Source: an optimization exercise on an open RTL-to-GDS flow (aim: small area and a short achievable clock period). Production flows keep margins and buffers that such runs may drop.
Only simulation tests tie the RTL to the original design; equivalence was not proved.
No activity file was given, so power comes from the tool's default toggle rates.

==> v20 <==
Design dsp_27x27u, start of the top module:
module dsp_27x27u #(
    parameter LATENCY = 2,
    parameter AX_WIDTH = 27,
    parameter AY_WIDTH = 27,
    parameter RESULT_A_WIDTH = 54
) (
    input   clock,
    input   resetn,
    input   ivalid,
    input   iready,
    output  ovalid,
    output  oready,
    input [AX_WIDTH-1:0] ax,
    input [AY_WIDTH-1:0] ay,
    output [RESULT_A_WIDTH-1:0] resulta
);
Settings: LEC_CHECK=0, CAP_MARGIN=20, CORE_MARGIN=2, CORE_UTILIZATION=45, SETUP_SLACK_MARGIN=4.8, SLEW_MARGIN=20, SYNTH_HIERARCHICAL=1, SYNTH_MINIMUM_KEEP_SIZE=0, TNS_END_PERCENT=10; clock period 8.5 ns.
standard.sh (not shown) runs the stock make flow with config.mk's settings and CLKGATE_MAP_FILE= SYNTH_SCRIPT=/design/flow/synth_recipe.tcl, a recipe that flattens the netlist after the stock synthesis.
==> flow/flow/run.sh <==
#!/bin/bash
# The standard layout (standard.sh), except that the buffers on the ports are
# plain buffers (buf_2) rather than the delay cells the default picks.
# make's output goes to standard.log; each ORFS step keeps its own log under orfs/logs.
set -euo pipefail
bash standard.sh finish "BUFFER_PORTS_ARGS=-buffer_cell sky130_fd_sc_hd__buf_2" > standard.log 2>&1
==> v22 (differences from v20) <==
==> flow/flow/run.sh (replaced) <==
#!/bin/bash
# Standard layout, with each tool's output kept in a log here.
set -e
bash standard.sh > standard.log 2>&1
==> v23 (differences from v20) <==
==> flow/run.sh (new file) <==
#!/bin/bash
# synth_recipe.tcl (not shown) runs the flow's synth.tcl, then flattens the netlist and writes it again
# the make line also repeats each setting of config.mk as NAME=value (left out here)
make -C /OpenROAD-flow-scripts/flow DESIGN_CONFIG=/design/flow/config.mk WORK_HOME=/design/flow/orfs CLKGATE_MAP_FILE= SYNTH_SCRIPT=/design/flow/synth_recipe.tcl finish
--- a/flow/config.mk
+++ b/flow/config.mk
@@ -8,8 +8,8 @@
 export CAP_MARGIN = 20
 export CORE_MARGIN = 2
 export CORE_UTILIZATION = 45
-export SETUP_SLACK_MARGIN = 4.8
+export SETUP_SLACK_MARGIN = 5.0
 export SLEW_MARGIN = 20
 export SYNTH_HIERARCHICAL = 1
 export SYNTH_MINIMUM_KEEP_SIZE = 0
-export TNS_END_PERCENT = 10
+export TNS_END_PERCENT = 5
removed: flow/flow/run.sh
removed: flow/standard.sh
==> summary.txt <==
Outcome
  – Status: finished clean

Setup path
  – Arrival @ worst endpoint: 2310 ps
  – Family with the most delay on the worst path: compound AO/OA/AOI/OAI gates
  – R2R cell count: 10

Pwr
  – Overall power after layout: 11680 uW
  – Cell-internal power: approximately 6700 uW
  – VDD IR max: ~0.25 mV

GRT
  – Pin count of the biggest net entering global routing: 34
  – Number of global-route vias before repair: about 18000
  – GR met2 Demand/Resource: 42.19%

Finish
  – # fillers: 4391
  – Area share of buffers outside the clock network: under 10%
  – Area of combinational cells with multiple inputs: 17690 um2

Detailed routing
  – Final wirelength: 74020 um
  – Average wire per cell in the routed design: 25.58 um

Timing
  – Slew at the pin closest to its max-slew limit: ~850 ps
# the run above: v22

==> summary.txt <==
Outcome
  – Status: finished clean

Finish
  – Leading cell types in the layout, fill and taps excluded: 312 x xnor2_1, 224 x a22o_1, 224 x a221oi_1, 169 x ha_1, 148 x dfxtp_1
  – Area share of buffers outside the clock network: 4.813%
  – # fillers: roughly 4500
  – Area of combinational cells with multiple inputs: 17630 um2

Clock tree
  – Clock latency (worst-skew pair): 480 ps
  – # clock sinks: 196

Pwr
  – Overall power after layout: 11470 uW
  – VDD IR max: about 0.24 mV
  – Switching power share of the total: 43.59%
  – Cell-internal power: between 6000 and 7000 uW
  – Combinational power: 8870 uW

Detailed routing
  – Final wirelength: 74660 um

Setup path
  – Arrival @ worst endpoint: 2280 ps

Timing
  – Slew at the pin closest to its max-slew limit: between 1000 and 1500 ps
  – Timing-limited maximum frequency: ~0.25 GHz

GRT
  – Pin count of the biggest net entering global routing: 57
  – GR met2 Demand/Resource: 42.54%
  – Number of global-route vias before repair: 17960

Logic synthesis
  – Number of enable flip-flop cells after synthesis: 0
  – Synth Instances: 2231

Die
  – Top-level port count: 114
# the run above: v20

==> summary.txt <==
Detailed routing
  – Average wire per cell in the routed design: 25.61 um
  – Final wirelength: around 74000 um

Finish
  – Area share of buffers outside the clock network: under 10%
  – Layout sequential cell count: 196
  – # fillers: 4418
  – Repair and plain buffers: 211
  – Area of combinational cells with multiple inputs: 17660 um2

Timing
  – Slew at the pin closest to its max-slew limit: 1004 ps
  – Pins over their slew limit: 0

Min path
  – Hold Crit Endpoint: lowr[0]

GRT
  – Pin count of the biggest net entering global routing: 57
  – GR met2 Demand/Resource: 41.96%

Pwr
  – Cell-internal power: between 6000 and 7000 uW
  – VDD IR max: 0.2547 mV

Setup path
  – R2R cell count: 10
  – Family with the most delay on the worst path: compound AO/OA/AOI/OAI gates
  – Arrival @ worst endpoint: 2340 ps

Outcome
  – Status: finished clean
# the run above: v23



==> zinc: inputs <==
dsp_27x27u again, from the RTL that the note above started with.
==> flow/config.mk <==
export PLATFORM = sky130hd
export DESIGN_NAME = dsp_27x27u
export DESIGN_NICKNAME = dsp_27x27u
export VERILOG_FILES = /design/flow/design.v
export SDC_FILE = /design/flow/constraint.sdc
export NUM_CORES = 4
export LEC_CHECK = 0
export CAP_MARGIN = 20
export CORE_MARGIN = 2
export CORE_UTILIZATION = 45
export SETUP_SLACK_MARGIN = 4.8
export SLEW_MARGIN = 20
export SYNTH_HIERARCHICAL = 1
export SYNTH_MINIMUM_KEEP_SIZE = 0
export TNS_END_PERCENT = 10
==> flow/constraint.sdc <==
create_clock -name core_clock -period 8.5 [get_ports {clock}]
set_input_delay 1.7000 -clock core_clock [delete_from_list [all_inputs] [get_ports {clock}]]
set_output_delay 1.7000 -clock core_clock [all_outputs]
set_load 0.01 [all_outputs]
run.sh (not shown) runs the stock make flow with config.mk's settings and CLKGATE_MAP_FILE= SYNTH_SCRIPT=/design/flow/synth_recipe.tcl, a recipe that flattens the netlist after the stock synthesis.
Stock flow here: none of the scripts above is used.
==> delta (differences from zinc) <==
--- a/flow/config.mk
+++ b/flow/config.mk
@@ -9,7 +9,6 @@
 export CORE_MARGIN = 2
 export CORE_UTILIZATION = 45
-export SETUP_SLACK_MARGIN = 4.8
+export SETUP_SLACK_MARGIN = 4.55
 export SLEW_MARGIN = 20
 export SYNTH_HIERARCHICAL = 1
 export SYNTH_MINIMUM_KEEP_SIZE = 0
-export TNS_END_PERCENT = 10
==> out/qor.csv <==
stage,metric,value,unit
setup_path,cp_slowest_stage_delay,370,ps
power,p_clk,0.000818,W
outcome,outcome,timing/DRC/antenna clean,
setup_path,critical_path_buf_inv_count,3,
timing,relSlewSlack,43.47,%
finish,clkCellAreaFrac,2.405,%
global_routing,met2_usage,42.28,%
finish,final_area,25540,µm²
global_routing,grt_use_met3,9.200,%
(the above is from delta)
==> out/qor.csv <==
stage,metric,value,unit
power,p_clk,0.000817,W
timing,relSlewSlack,43.50,%
global_routing,grt_use_met3,8.967,%
setup_path,critical_path_buf_inv_count,1,
outcome,outcome,timing/DRC/antenna clean,
finish,clkCellAreaFrac,2.414,%
(the above is from zinc)

-- what the ideal ports hide --
How much do the figures lean on ideal ports? The routed layouts below were timed once more, with nothing changed but the port constraints.
Step 1: set_driving_cell puts a clkbuf_16 on clock and a buf_2 on each other input, an assumption about the parent block.
Step 2 adds t to the input delays and takes it off the output delays; t is the mean of the earliest and latest rising clock arrival at the registers after step 1. Input paths then give back, and output paths get back, about the clock's delay inside the block.
Slacks: no drivers / after step 1 / after step 2; pairs: no drivers / after step 1.
run	t, ns	setup WS [ns]	worst setup path after step 2
v20	0.524	4.521 / 4.464 / 4.254	input to register
v22	0.522	4.488 / 4.433 / 4.155	input to register
v23	0.521	4.463 / 4.408 / 4.168	input to register
zinc	0.522	4.488 / 4.433 / 4.155	input to register
delta	0.524	4.471 / 4.416 / 4.299	input to register
After both steps every run listed still meets setup and hold.
